From an optimization exercise on the open Yosys and OpenROAD flow, aimed at small area; shortcuts taken in it are not production practice. The RTL of this run was laid out without a check of its function. Power figures rest on the tool's default switching activity, not on a simulated workload.

$ cat design/flow/run.sh
#!/bin/bash
# synth_recipe.tcl (not shown) runs the flow's synth.tcl, then flattens the netlist and writes it again
# the make line also repeats each setting of config.mk as NAME=value (left out here)
make -C /OpenROAD-flow-scripts/flow DESIGN_CONFIG=/design/flow/config.mk WORK_HOME=/design/flow/orfs CLKGATE_MAP_FILE= SYNTH_SCRIPT=/design/flow/synth_recipe.tcl finish
$ cat design/flow/constraint.sdc
create_clock -name core_clock -period 31.0 [get_ports {clk}]
set_input_delay 6.2000 -clock core_clock [delete_from_list [all_inputs] [get_ports {clk}]]
set_output_delay 6.2000 -clock core_clock [all_outputs]
set_load 0.01 [all_outputs]
$ cat design/flow/config.mk
export PLATFORM = sky130hd
export DESIGN_NAME = ALU_16_bit
export DESIGN_NICKNAME = ALU_16_bit
export VERILOG_FILES = /design/flow/design.v
export SDC_FILE = /design/flow/constraint.sdc
export NUM_CORES = 4
export LEC_CHECK = 0
export CAP_MARGIN = 20
export CORE_MARGIN = 2
export CORE_UTILIZATION = 40
export SLEW_MARGIN = 20
$ cat design/flow/design.v
module ALU_16_bit(
input wire [15:0] A,
input wire [15:0] B,
input wire [3:0] ALU_FUN,
input wire clk,
output reg [15:0] ALU_OUT,
output wire Carry_Flag,
output wire Arith_Flag,
output wire Logic_Flag,
output wire CMP_Flag,
output wire Shift_Flag
);
wire is_add = ALU_FUN == 4'b0000;
wire is_sub = ALU_FUN == 4'b0001;
wire is_mul = ALU_FUN == 4'b0010;
wire is_div = ALU_FUN == 4'b0011;
wire is_as  = ALU_FUN[3:1] == 3'b000;
wire is_shr = ALU_FUN == 4'b1101;
wire is_shl = ALU_FUN == 4'b1110;
wire is_eq  = ALU_FUN == 4'b1010;
wire is_gt  = ALU_FUN == 4'b1011;
wire is_lt  = ALU_FUN == 4'b1100;
assign Arith_Flag = ALU_FUN[3:2] == 2'b00;
assign Logic_Flag = (ALU_FUN[3:2] == 2'b01) | (ALU_FUN[3:1] == 3'b100);
assign CMP_Flag   = is_eq | is_gt | is_lt;
assign Shift_Flag = is_shr | is_shl;
wire as_sub = ~is_add;
wire [15:0] bs = B ^ {16{as_sub}};
wire [16:0] cc;
assign cc[0] = as_sub;
genvar gi;
generate for (gi = 0; gi < 16; gi = gi + 1) begin : cchain
  assign cc[gi+1] = (A[gi] & bs[gi]) | ((A[gi] | bs[gi]) & cc[gi]);
end endgenerate
wire [15:0] as_sum = A ^ bs ^ cc[15:0];
wire ge = cc[16];
wire eq = ~|(A ^ B);
assign Carry_Flag = (is_add & ge) | (is_sub & ~ge);
wire [15:0] nb = ~B;
wire [15:0] zhi;
assign zhi[0] = 1'b1;
generate for (gi = 1; gi < 16; gi = gi + 1) begin : zh
  assign zhi[gi] = zhi[gi-1] & ~B[16-gi];
end endgenerate
wire bnz = |B;
wire [15:0] zd = zhi & {16{is_div & bnz}};
wire [15:0] ma = A & {16{is_mul}};
wire [15:0] q;
assign x16 = A | {16{is_mul}};
wire [15:0] x0;
wire [15:0] x1;
wire [15:0] x2;
wire [15:0] x3;
wire [15:0] x4;
wire [15:0] x5;
wire [15:0] x6;
wire [15:0] x7;
wire [15:0] x8;
wire [15:0] x9;
wire [15:0] x10;
wire [15:0] x11;
wire [15:0] x12;
wire [15:0] x13;
wire [15:0] x14;
wire [15:0] x15;
wire [15:0] x16;
wire co15;
wire sel15;
wire co14;
wire sel14;
wire co13;
wire sel13;
wire co12;
wire sel12;
wire co11;
wire sel11;
wire co10;
wire sel10;
wire co9;
wire sel9;
wire co8;
wire sel8;
wire co7;
wire sel7;
wire co6;
wire sel6;
wire co5;
wire sel5;
wire co4;
wire sel4;
wire co3;
wire sel3;
wire co2;
wire sel2;
wire co1;
wire sel1;
wire co0;
wire sel0;
wire [1:0] r15_d = {1'b1, x16[15:15]} - {1'b0, B[0:0]};
assign co15 = r15_d[1];
assign q[15] = co15 & zd[15];
assign sel15 = q[15] | ma[15];
assign x15[15] = sel15 ? r15_d[0] : x16[15];
assign x15[14:0] = x16[14:0];
wire [2:0] r14_d = {1'b1, x15[15:14]} - {1'b0, B[1:0]};
assign co14 = r14_d[2];
assign q[14] = co14 & zd[14];
assign sel14 = q[14] | ma[14];
assign x14[14] = sel14 ? r14_d[0] : x15[14];
assign x14[15] = sel14 ? r14_d[1] : x15[15];
assign x14[13:0] = x15[13:0];
wire [3:0] r13_d = {1'b1, x14[15:13]} - {1'b0, B[2:0]};
assign co13 = r13_d[3];
assign q[13] = co13 & zd[13];
assign sel13 = q[13] | ma[13];
assign x13[13] = sel13 ? r13_d[0] : x14[13];
assign x13[14] = sel13 ? r13_d[1] : x14[14];
assign x13[15] = sel13 ? r13_d[2] : x14[15];
assign x13[12:0] = x14[12:0];
wire [4:0] r12_d = {1'b1, x13[15:12]} - {1'b0, B[3:0]};
assign co12 = r12_d[4];
assign q[12] = co12 & zd[12];
assign sel12 = q[12] | ma[12];
assign x12[12] = sel12 ? r12_d[0] : x13[12];
assign x12[13] = sel12 ? r12_d[1] : x13[13];
assign x12[14] = sel12 ? r12_d[2] : x13[14];
assign x12[15] = sel12 ? r12_d[3] : x13[15];
assign x12[11:0] = x13[11:0];
wire [5:0] r11_d = {1'b1, x12[15:11]} - {1'b0, B[4:0]};
assign co11 = r11_d[5];
assign q[11] = co11 & zd[11];
assign sel11 = q[11] | ma[11];
assign x11[11] = sel11 ? r11_d[0] : x12[11];
assign x11[12] = sel11 ? r11_d[1] : x12[12];
assign x11[13] = sel11 ? r11_d[2] : x12[13];
assign x11[14] = sel11 ? r11_d[3] : x12[14];
assign x11[15] = sel11 ? r11_d[4] : x12[15];
assign x11[10:0] = x12[10:0];
wire [6:0] r10_d = {1'b1, x11[15:10]} - {1'b0, B[5:0]};
assign co10 = r10_d[6];
assign q[10] = co10 & zd[10];
assign sel10 = q[10] | ma[10];
assign x10[10] = sel10 ? r10_d[0] : x11[10];
assign x10[11] = sel10 ? r10_d[1] : x11[11];
assign x10[12] = sel10 ? r10_d[2] : x11[12];
assign x10[13] = sel10 ? r10_d[3] : x11[13];
assign x10[14] = sel10 ? r10_d[4] : x11[14];
assign x10[15] = sel10 ? r10_d[5] : x11[15];
assign x10[9:0] = x11[9:0];
wire [7:0] r9_d = {1'b1, x10[15:9]} - {1'b0, B[6:0]};
assign co9 = r9_d[7];
assign q[9] = co9 & zd[9];
assign sel9 = q[9] | ma[9];
assign x9[9] = sel9 ? r9_d[0] : x10[9];
assign x9[10] = sel9 ? r9_d[1] : x10[10];
assign x9[11] = sel9 ? r9_d[2] : x10[11];
assign x9[12] = sel9 ? r9_d[3] : x10[12];
assign x9[13] = sel9 ? r9_d[4] : x10[13];
assign x9[14] = sel9 ? r9_d[5] : x10[14];
assign x9[15] = sel9 ? r9_d[6] : x10[15];
assign x9[8:0] = x10[8:0];
wire [8:0] r8_d = {1'b1, x9[15:8]} - {1'b0, B[7:0]};
assign co8 = r8_d[8];
assign q[8] = co8 & zd[8];
assign sel8 = q[8] | ma[8];
assign x8[8] = sel8 ? r8_d[0] : x9[8];
assign x8[9] = sel8 ? r8_d[1] : x9[9];
assign x8[10] = sel8 ? r8_d[2] : x9[10];
assign x8[11] = sel8 ? r8_d[3] : x9[11];
assign x8[12] = sel8 ? r8_d[4] : x9[12];
assign x8[13] = sel8 ? r8_d[5] : x9[13];
assign x8[14] = sel8 ? r8_d[6] : x9[14];
assign x8[15] = sel8 ? r8_d[7] : x9[15];
assign x8[7:0] = x9[7:0];
wire [9:0] r7_d = {1'b1, x8[15:7]} - {1'b0, B[8:0]};
assign co7 = r7_d[9];
assign q[7] = co7 & zd[7];
assign sel7 = q[7] | ma[7];
assign x7[7] = sel7 ? r7_d[0] : x8[7];
assign x7[8] = sel7 ? r7_d[1] : x8[8];
assign x7[9] = sel7 ? r7_d[2] : x8[9];
assign x7[10] = sel7 ? r7_d[3] : x8[10];
assign x7[11] = sel7 ? r7_d[4] : x8[11];
assign x7[12] = sel7 ? r7_d[5] : x8[12];
assign x7[13] = sel7 ? r7_d[6] : x8[13];
assign x7[14] = sel7 ? r7_d[7] : x8[14];
assign x7[15] = sel7 ? r7_d[8] : x8[15];
assign x7[6:0] = x8[6:0];
wire [10:0] r6_d = {1'b1, x7[15:6]} - {1'b0, B[9:0]};
assign co6 = r6_d[10];
assign q[6] = co6 & zd[6];
assign sel6 = q[6] | ma[6];
assign x6[6] = sel6 ? r6_d[0] : x7[6];
assign x6[7] = sel6 ? r6_d[1] : x7[7];
assign x6[8] = sel6 ? r6_d[2] : x7[8];
assign x6[9] = sel6 ? r6_d[3] : x7[9];
assign x6[10] = sel6 ? r6_d[4] : x7[10];
assign x6[11] = sel6 ? r6_d[5] : x7[11];
assign x6[12] = sel6 ? r6_d[6] : x7[12];
assign x6[13] = sel6 ? r6_d[7] : x7[13];
assign x6[14] = sel6 ? r6_d[8] : x7[14];
assign x6[15] = sel6 ? r6_d[9] : x7[15];
assign x6[5:0] = x7[5:0];
wire [11:0] r5_d = {1'b1, x6[15:5]} - {1'b0, B[10:0]};
assign co5 = r5_d[11];
assign q[5] = co5 & zd[5];
assign sel5 = q[5] | ma[5];
assign x5[5] = sel5 ? r5_d[0] : x6[5];
assign x5[6] = sel5 ? r5_d[1] : x6[6];
assign x5[7] = sel5 ? r5_d[2] : x6[7];
assign x5[8] = sel5 ? r5_d[3] : x6[8];
assign x5[9] = sel5 ? r5_d[4] : x6[9];
assign x5[10] = sel5 ? r5_d[5] : x6[10];
assign x5[11] = sel5 ? r5_d[6] : x6[11];
assign x5[12] = sel5 ? r5_d[7] : x6[12];
assign x5[13] = sel5 ? r5_d[8] : x6[13];
assign x5[14] = sel5 ? r5_d[9] : x6[14];
assign x5[15] = sel5 ? r5_d[10] : x6[15];
assign x5[4:0] = x6[4:0];
wire [12:0] r4_d = {1'b1, x5[15:4]} - {1'b0, B[11:0]};
assign co4 = r4_d[12];
assign q[4] = co4 & zd[4];
assign sel4 = q[4] | ma[4];
assign x4[4] = sel4 ? r4_d[0] : x5[4];
assign x4[5] = sel4 ? r4_d[1] : x5[5];
assign x4[6] = sel4 ? r4_d[2] : x5[6];
assign x4[7] = sel4 ? r4_d[3] : x5[7];
assign x4[8] = sel4 ? r4_d[4] : x5[8];
assign x4[9] = sel4 ? r4_d[5] : x5[9];
assign x4[10] = sel4 ? r4_d[6] : x5[10];
assign x4[11] = sel4 ? r4_d[7] : x5[11];
assign x4[12] = sel4 ? r4_d[8] : x5[12];
assign x4[13] = sel4 ? r4_d[9] : x5[13];
assign x4[14] = sel4 ? r4_d[10] : x5[14];
assign x4[15] = sel4 ? r4_d[11] : x5[15];
assign x4[3:0] = x5[3:0];
wire [13:0] r3_d = {1'b1, x4[15:3]} - {1'b0, B[12:0]};
assign co3 = r3_d[13];
assign q[3] = co3 & zd[3];
assign sel3 = q[3] | ma[3];
assign x3[3] = sel3 ? r3_d[0] : x4[3];
assign x3[4] = sel3 ? r3_d[1] : x4[4];
assign x3[5] = sel3 ? r3_d[2] : x4[5];
assign x3[6] = sel3 ? r3_d[3] : x4[6];
assign x3[7] = sel3 ? r3_d[4] : x4[7];
assign x3[8] = sel3 ? r3_d[5] : x4[8];
assign x3[9] = sel3 ? r3_d[6] : x4[9];
assign x3[10] = sel3 ? r3_d[7] : x4[10];
assign x3[11] = sel3 ? r3_d[8] : x4[11];
assign x3[12] = sel3 ? r3_d[9] : x4[12];
assign x3[13] = sel3 ? r3_d[10] : x4[13];
assign x3[14] = sel3 ? r3_d[11] : x4[14];
assign x3[15] = sel3 ? r3_d[12] : x4[15];
assign x3[2:0] = x4[2:0];
wire [14:0] r2_d = {1'b1, x3[15:2]} - {1'b0, B[13:0]};
assign co2 = r2_d[14];
assign q[2] = co2 & zd[2];
assign sel2 = q[2] | ma[2];
assign x2[2] = sel2 ? r2_d[0] : x3[2];
assign x2[3] = sel2 ? r2_d[1] : x3[3];
assign x2[4] = sel2 ? r2_d[2] : x3[4];
assign x2[5] = sel2 ? r2_d[3] : x3[5];
assign x2[6] = sel2 ? r2_d[4] : x3[6];
assign x2[7] = sel2 ? r2_d[5] : x3[7];
assign x2[8] = sel2 ? r2_d[6] : x3[8];
assign x2[9] = sel2 ? r2_d[7] : x3[9];
assign x2[10] = sel2 ? r2_d[8] : x3[10];
assign x2[11] = sel2 ? r2_d[9] : x3[11];
assign x2[12] = sel2 ? r2_d[10] : x3[12];
assign x2[13] = sel2 ? r2_d[11] : x3[13];
assign x2[14] = sel2 ? r2_d[12] : x3[14];
assign x2[15] = sel2 ? r2_d[13] : x3[15];
assign x2[1:0] = x3[1:0];
wire [15:0] r1_d = {1'b1, x2[15:1]} - {1'b0, B[14:0]};
assign co1 = r1_d[15];
assign q[1] = co1 & zd[1];
assign sel1 = q[1] | ma[1];
assign x1[1] = sel1 ? r1_d[0] : x2[1];
assign x1[2] = sel1 ? r1_d[1] : x2[2];
assign x1[3] = sel1 ? r1_d[2] : x2[3];
assign x1[4] = sel1 ? r1_d[3] : x2[4];
assign x1[5] = sel1 ? r1_d[4] : x2[5];
assign x1[6] = sel1 ? r1_d[5] : x2[6];
assign x1[7] = sel1 ? r1_d[6] : x2[7];
assign x1[8] = sel1 ? r1_d[7] : x2[8];
assign x1[9] = sel1 ? r1_d[8] : x2[9];
assign x1[10] = sel1 ? r1_d[9] : x2[10];
assign x1[11] = sel1 ? r1_d[10] : x2[11];
assign x1[12] = sel1 ? r1_d[11] : x2[12];
assign x1[13] = sel1 ? r1_d[12] : x2[13];
assign x1[14] = sel1 ? r1_d[13] : x2[14];
assign x1[15] = sel1 ? r1_d[14] : x2[15];
assign x1[0:0] = x2[0:0];
wire [16:0] r0_d = {1'b1, x1[15:0]} - {1'b0, B[15:0]};
assign co0 = r0_d[16];
assign q[0] = co0 & zd[0];
assign sel0 = q[0] | ma[0];
assign x0[0] = sel0 ? r0_d[0] : x1[0];
assign x0[1] = sel0 ? r0_d[1] : x1[1];
assign x0[2] = sel0 ? r0_d[2] : x1[2];
assign x0[3] = sel0 ? r0_d[3] : x1[3];
assign x0[4] = sel0 ? r0_d[4] : x1[4];
assign x0[5] = sel0 ? r0_d[5] : x1[5];
assign x0[6] = sel0 ? r0_d[6] : x1[6];
assign x0[7] = sel0 ? r0_d[7] : x1[7];
assign x0[8] = sel0 ? r0_d[8] : x1[8];
assign x0[9] = sel0 ? r0_d[9] : x1[9];
assign x0[10] = sel0 ? r0_d[10] : x1[10];
assign x0[11] = sel0 ? r0_d[11] : x1[11];
assign x0[12] = sel0 ? r0_d[12] : x1[12];
assign x0[13] = sel0 ? r0_d[13] : x1[13];
assign x0[14] = sel0 ? r0_d[14] : x1[14];
assign x0[15] = sel0 ? r0_d[15] : x1[15];
reg [15:0] lg;
always @(*) begin
  case (ALU_FUN[2:0])
    3'b100: lg = A & B;
    3'b101: lg = A | B;
    3'b110: lg = ~(A & B);
    3'b111: lg = ~(A | B);
    3'b000: lg = A ^ B;
    default: lg = ~(A ^ B);
  endcase
end
wire [15:0] res =
    (~x0 & {16{is_mul}}) |
    q |
    (as_sum & {16{is_as}}) |
    (lg & {16{Logic_Flag}}) |
    ({1'b0, A[15:1]} & {16{is_shr}}) |
    ({A[14:0], 1'b0} & {16{is_shl}}) |
    {14'b0, (is_gt & ge & ~eq) | (is_lt & ~ge), (is_eq & eq) | (is_lt & ~ge)};
always @(posedge clk)
  ALU_OUT <= res;
endmodule
==> results.txt <==
==> cell families after synthesis <==
kind of cell / synth area share
AOI/OAI and AO/OA: 0.3078
and+or+nand+nor: 0.2150
adders and majority gates: 0.2513
buffers and inverters: 0.05458
xor gates and xnor gates: 0.09817
muxes: 0.04324
DFF: 0.02992
==> cell usage after synthesis (12+ instances only) <==
| master | count |
|---|---|
| sky130_fd_sc_hd__o21ai_0 | 80 |
| sky130_fd_sc_hd__nor2b_1 | 24 |
| sky130_fd_sc_hd__nor2_1 | 125 |
| sky130_fd_sc_hd__fa_1 | 30 |
| sky130_fd_sc_hd__a21o_1 | 34 |
| sky130_fd_sc_hd__nand2b_1 | 15 |
| sky130_fd_sc_hd__and2_1 | 17 |
| sky130_fd_sc_hd__or3_1 | 17 |
| sky130_fd_sc_hd__nand2_1 | 119 |
| sky130_fd_sc_hd__o211ai_1 | 23 |
| sky130_fd_sc_hd__nor3_1 | 39 |
| sky130_fd_sc_hd__xor2_1 | 34 |
| sky130_fd_sc_hd__dfxtp_1 | 16 |
| sky130_fd_sc_hd__xnor2_1 | 86 |
| sky130_fd_sc_hd__a211o_1 | 12 |
| sky130_fd_sc_hd__ha_1 | 167 |
| sky130_fd_sc_hd__o31ai_1 | 17 |
| sky130_fd_sc_hd__and3_1 | 18 |
| sky130_fd_sc_hd__mux2_2 | 18 |
| sky130_fd_sc_hd__mux2i_1 | 26 |
| sky130_fd_sc_hd__a222oi_1 | 12 |
| sky130_fd_sc_hd__clkbuf_1 | 29 |
| sky130_fd_sc_hd__inv_1 | 105 |
| sky130_fd_sc_hd__a31oi_1 | 19 |
| sky130_fd_sc_hd__o21ai_1 | 17 |
| sky130_fd_sc_hd__nand3_1 | 34 |
| sky130_fd_sc_hd__o21a_1 | 39 |
| sky130_fd_sc_hd__a21oi_1 | 96 |
==> path summary, 6_finish.rpt <==
kind	start	endpoint	slack (ps)
hold / removal	ALU_FUN[0]	ALU_OUT[15]	6720
setup / recovery	B[3]	ALU_OUT[3]	-510
==> layout by cell type (no fill, tap or decap), types with 9 or more instances in the layout <==
cell type / count
sky130_fd_sc_hd__a211o_1: 12
sky130_fd_sc_hd__a21o_1: 33
sky130_fd_sc_hd__a21oi_1: 72
sky130_fd_sc_hd__a21oi_2: 21
sky130_fd_sc_hd__a222oi_1: 12
sky130_fd_sc_hd__a22oi_2: 10
sky130_fd_sc_hd__a31oi_1: 13
sky130_fd_sc_hd__and2_1: 9
sky130_fd_sc_hd__and3_1: 15
sky130_fd_sc_hd__buf_4: 590
sky130_fd_sc_hd__buf_6: 33
sky130_fd_sc_hd__clkdlybuf4s50_1: 42
sky130_fd_sc_hd__dfxtp_1: 16
sky130_fd_sc_hd__fa_1: 23
sky130_fd_sc_hd__ha_1: 122
sky130_fd_sc_hd__ha_4: 39
sky130_fd_sc_hd__inv_1: 93
sky130_fd_sc_hd__inv_2: 11
sky130_fd_sc_hd__mux2_2: 12
sky130_fd_sc_hd__mux2i_1: 22
sky130_fd_sc_hd__nand2_1: 110
sky130_fd_sc_hd__nand2b_1: 14
sky130_fd_sc_hd__nand3_1: 29
sky130_fd_sc_hd__nor2_1: 113
sky130_fd_sc_hd__nor2_2: 10
sky130_fd_sc_hd__nor2b_1: 15
sky130_fd_sc_hd__nor3_1: 28
sky130_fd_sc_hd__o211ai_1: 23
sky130_fd_sc_hd__o21a_1: 38
sky130_fd_sc_hd__o21ai_0: 47
sky130_fd_sc_hd__o21ai_1: 25
sky130_fd_sc_hd__o21ai_2: 21
sky130_fd_sc_hd__o31a_1: 9
sky130_fd_sc_hd__o31ai_1: 9
sky130_fd_sc_hd__or3_1: 11
sky130_fd_sc_hd__xnor2_1: 86
sky130_fd_sc_hd__xor2_1: 33
==> cell type report <==
class,instances,share of cell area
multi-input cells,1298,0.6375
inverters,105,0.02171
well taps,335,0.02295
flip-flops and latches,16,0.01753
repair buffers,681,0.2954
clock buffers,4,0.004863
==> layer usage <==
layer,vias up,routed length (µm)
met5,-,0
met4,0,3016
met3,219,4382
met2,722,24120
met1,6997,20990
li1,6682,-
==> per-stage QoR <==
stage	utilization	TNS, ps	worst slack, ps
floorplan	-	0	8.050
global placement	0.5964	-14260	-1367
detailed placement	0.5964	-22060	-1816
CTS	0.6417	0	9.958
global route	0.6971	-16900	-1385
finish	0.6971	-3884	-508.8
==> power breakdown <==
group	internal (mW)	switching [mW]
sequential	0.0240	0.00125
clock	0.0197	0.00973
combinational	0.256	0.245
total	0.300	0.256
==> timing repair <==
action                     4_1_cts  5_1_grt
pin swaps                      118      163
resized for setup              133      213
setup endpoints to repair       16       16
cloned                           1        1
buffers inserted                83       61
==> flow_results.org <==
** Run status
- The run finished, with violations left.
- The run did not pass the layout checks because of setup timing.

** Layout
- The finished layout holds 2,439 standard cells, fillers aside.
- Number of fill cells in the layout :: between 2,000 and 2,500
- In the final layout, the multi-input gates occupy 11,650 µm².
- Largest register FFs :: 16
- At the end of the flow, the number of nets in the layout was 2,339.
- Counting flops per register, the top entry is ALU_OUT.
- Final Instance Area :: roughly 18,000 µm²
- The repair_antennas step left the layout with diodes totalling 0.
- Sequential cell area :: ~320 µm²
- In the final layout, the share of cells above drive strength 1 is 0.4430.
- Layout-stage area growth over the synthesis result :: 70.62%
- The largest registers in the layout are ALU_OUT x16.

** Drt
- Total via count in the routed design :: between 10,000 and 15,000
- Remaining number of nets flagged by the antenna check after routing :: 0
- Avg Vias per Cell :: about 6.0
- DR pass1 iterations :: 6
- DRT iter0 DRCs :: roughly 1,400
- Dividing the detail-routed wire length by the instance count gives 21.53 µm.
- Remaining DRCs :: 0
- Routed wire length :: approximately 53,000 µm

** CTS
- Clock tree synthesis found a total of 16 sinks.
- TritonCTS built the clock tree.
- The clock passes through at most 2 buffers.
- Maximum level of the CTS H-tree :: 1
- In this run, post-CTS hold repair placed 0 buffers.
- In this run the clock root is driven by a sky130_fd_sc_hd__clkbuf_16.
- Clock edge transition at the registers on the reported setup and hold paths :: approximately 60 ps
- Clock tree synthesis inserted a total of 3 buffers.

** Floorplan
- Count of standard-cell rows :: between 50 and 60
- For this design the top-level I/O count stands at 58.
- Core region area :: approximately 26,000 µm²
- Die Height :: approximately 170 µm
- Die X :: roughly 170 µm
- Total Die Area :: 28,090 µm²
- Initial core utilization :: 0.4085

** Placed design
- Estimated wirelength of the detail-placed design :: about 37,000 µm
- The congestion estimate from routability-driven global placement came to between 0.9 and 1.
- In this run the cell area measured after placement is between 15,000 and 20,000 µm².
- Number of port buffers :: 57
- Including well taps, the total number of placed cells is 2,296.

** Global route
- Met2 usage in global routing :: 0.5787
- Across every metal layer, demand over resource in global routing totals 0.3390.
- Via count of the first global-routing pass :: ~14,000
- Overall overflow remaining after global route :: 0
- For this run, global-route usage on met1 was measured as 0.4237.
- The first global-routing pass estimated ~76,000 µm of wire.
- The layer flagged by global routing as most heavily used is met2.
- Antenna violations before repair :: 0
- Entering global routing, the biggest net connects 45 pins.
- For met3 alone, demand over resource in global routing was 0.06358.

** Worst setup path
- Most frequent cell on the critical path :: sky130_fd_sc_hd__buf_4
- By startpoint and endpoint, the worst setup path is classified as in -> reg.
- Counting buffers and inverters, the worst setup path is 135 cells deep.
- Data required, critical path :: around 31,000 ps
- Crit-path max FO :: 8
- The slowest stage of the critical path belongs to the cell sky130_fd_sc_hd__clkdlybuf4s50_1.
- Type of destination of the critical path :: flip-flop
- Worst path bufs/invs :: 24
- Broken down by cell family, the worst path's largest delay share belongs to compound AO/OA/AOI/OAI gates.
- Data on the critical path arrives at its endpoint at 31,630 ps.
- On the worst path, the slowest cell contributes a delay of about 530 ps.
- STA classifies the critical path startpoint as a primary input.

** Logic synthesis
- Unique cell type count in the Yosys netlist :: 90
- After synthesis the netlist holds a flip-flop and latch count of 16.
- sky130_fd_sc_hd__ha_1 takes more of the synthesized area than any other cell.
- Number of enable flip-flop cells after synthesis :: 0
- In the synthesized netlist the async set-or-reset flop fraction comes to 0.
- Dividing the synthesized area by the synthesized cell count gives around 7.3 µm².
- Sequential share of the synthesized area :: 0.02992
- Number of instances in the synthesized netlist :: 1,467
- Syn. warnings :: 1
- By area the synthesized netlist is led by sky130_fd_sc_hd__ha_1, sky130_fd_sc_hd__xnor2_1, sky130_fd_sc_hd__fa_1.
- Cell area after synthesis :: around 11,000 µm²
- Share of the synthesized area in the top cell type :: 0.1952
- The most used flip-flop cell after synthesis is sky130_fd_sc_hd__dfxtp_1.
- Net Count, Synth :: between 1,500 and 2,000

** STA
- The tightest hold path in the finished design has a slack of about 6700 ps.
- Worst slew pin tran :: between 1000 and 1500 ps
- Final number of setup-violating endpoints :: 11
- The final max-slew violation count came to 0.
- Subtracting the final worst setup slack from the clock period gives around 32,000 ps.
- Final hold viol count :: 0
- Setup repair after global routing missed its margin :: true
- The worst pin sits at a relative slew slack of 0.3001.
- Derived from the worst setup path, the maximum achievable clock frequency is approximately 0.032 GHz.
- Setup slack after layout :: -508.8 ps
- Final critical-path share of the clock period :: 1.016

** Min path
- The path class of the tightest hold or removal check is in -> reg.
- The worst hold path was traced through 4 stages.

** Power and ir drop
- Leakage power :: roughly 8.4 nW
- Ratio of total power to cell area :: between 30 and 40 nW/µm²
- Post-route total power :: about 0.56 mW
- VDD sags by at most 0.00003743 V.

** Run
- Max-cap viol count :: 0

## re-timing with driven ports
The results above use ideal ports. As a check the final layout listed here was re-extracted and re-timed, cells and wires unchanged. Step 1 assumes that a clkbuf_16 drives the clock port and a buf_2 every other input. Step 2 times the ports against the registers' clock, not the clock port: input delays grow and output delays shrink by t, the midpoint of the rising clock arrivals with the driver on. Slacks: no drivers / after step 1 / after step 2; pairs: no drivers / after step 1.
t (ns): 0.287
setup WS [ns]: -0.509 / -0.511 / -0.798
worst setup path at the end: input to register
latest minus earliest clock arrival (ns): 0.003 / 0.002
worst slew at a driven data input, ns: 0.05
For this run, drivers alone change the setup slack by -0.002 ns; drivers and shift together by -0.289 ns.
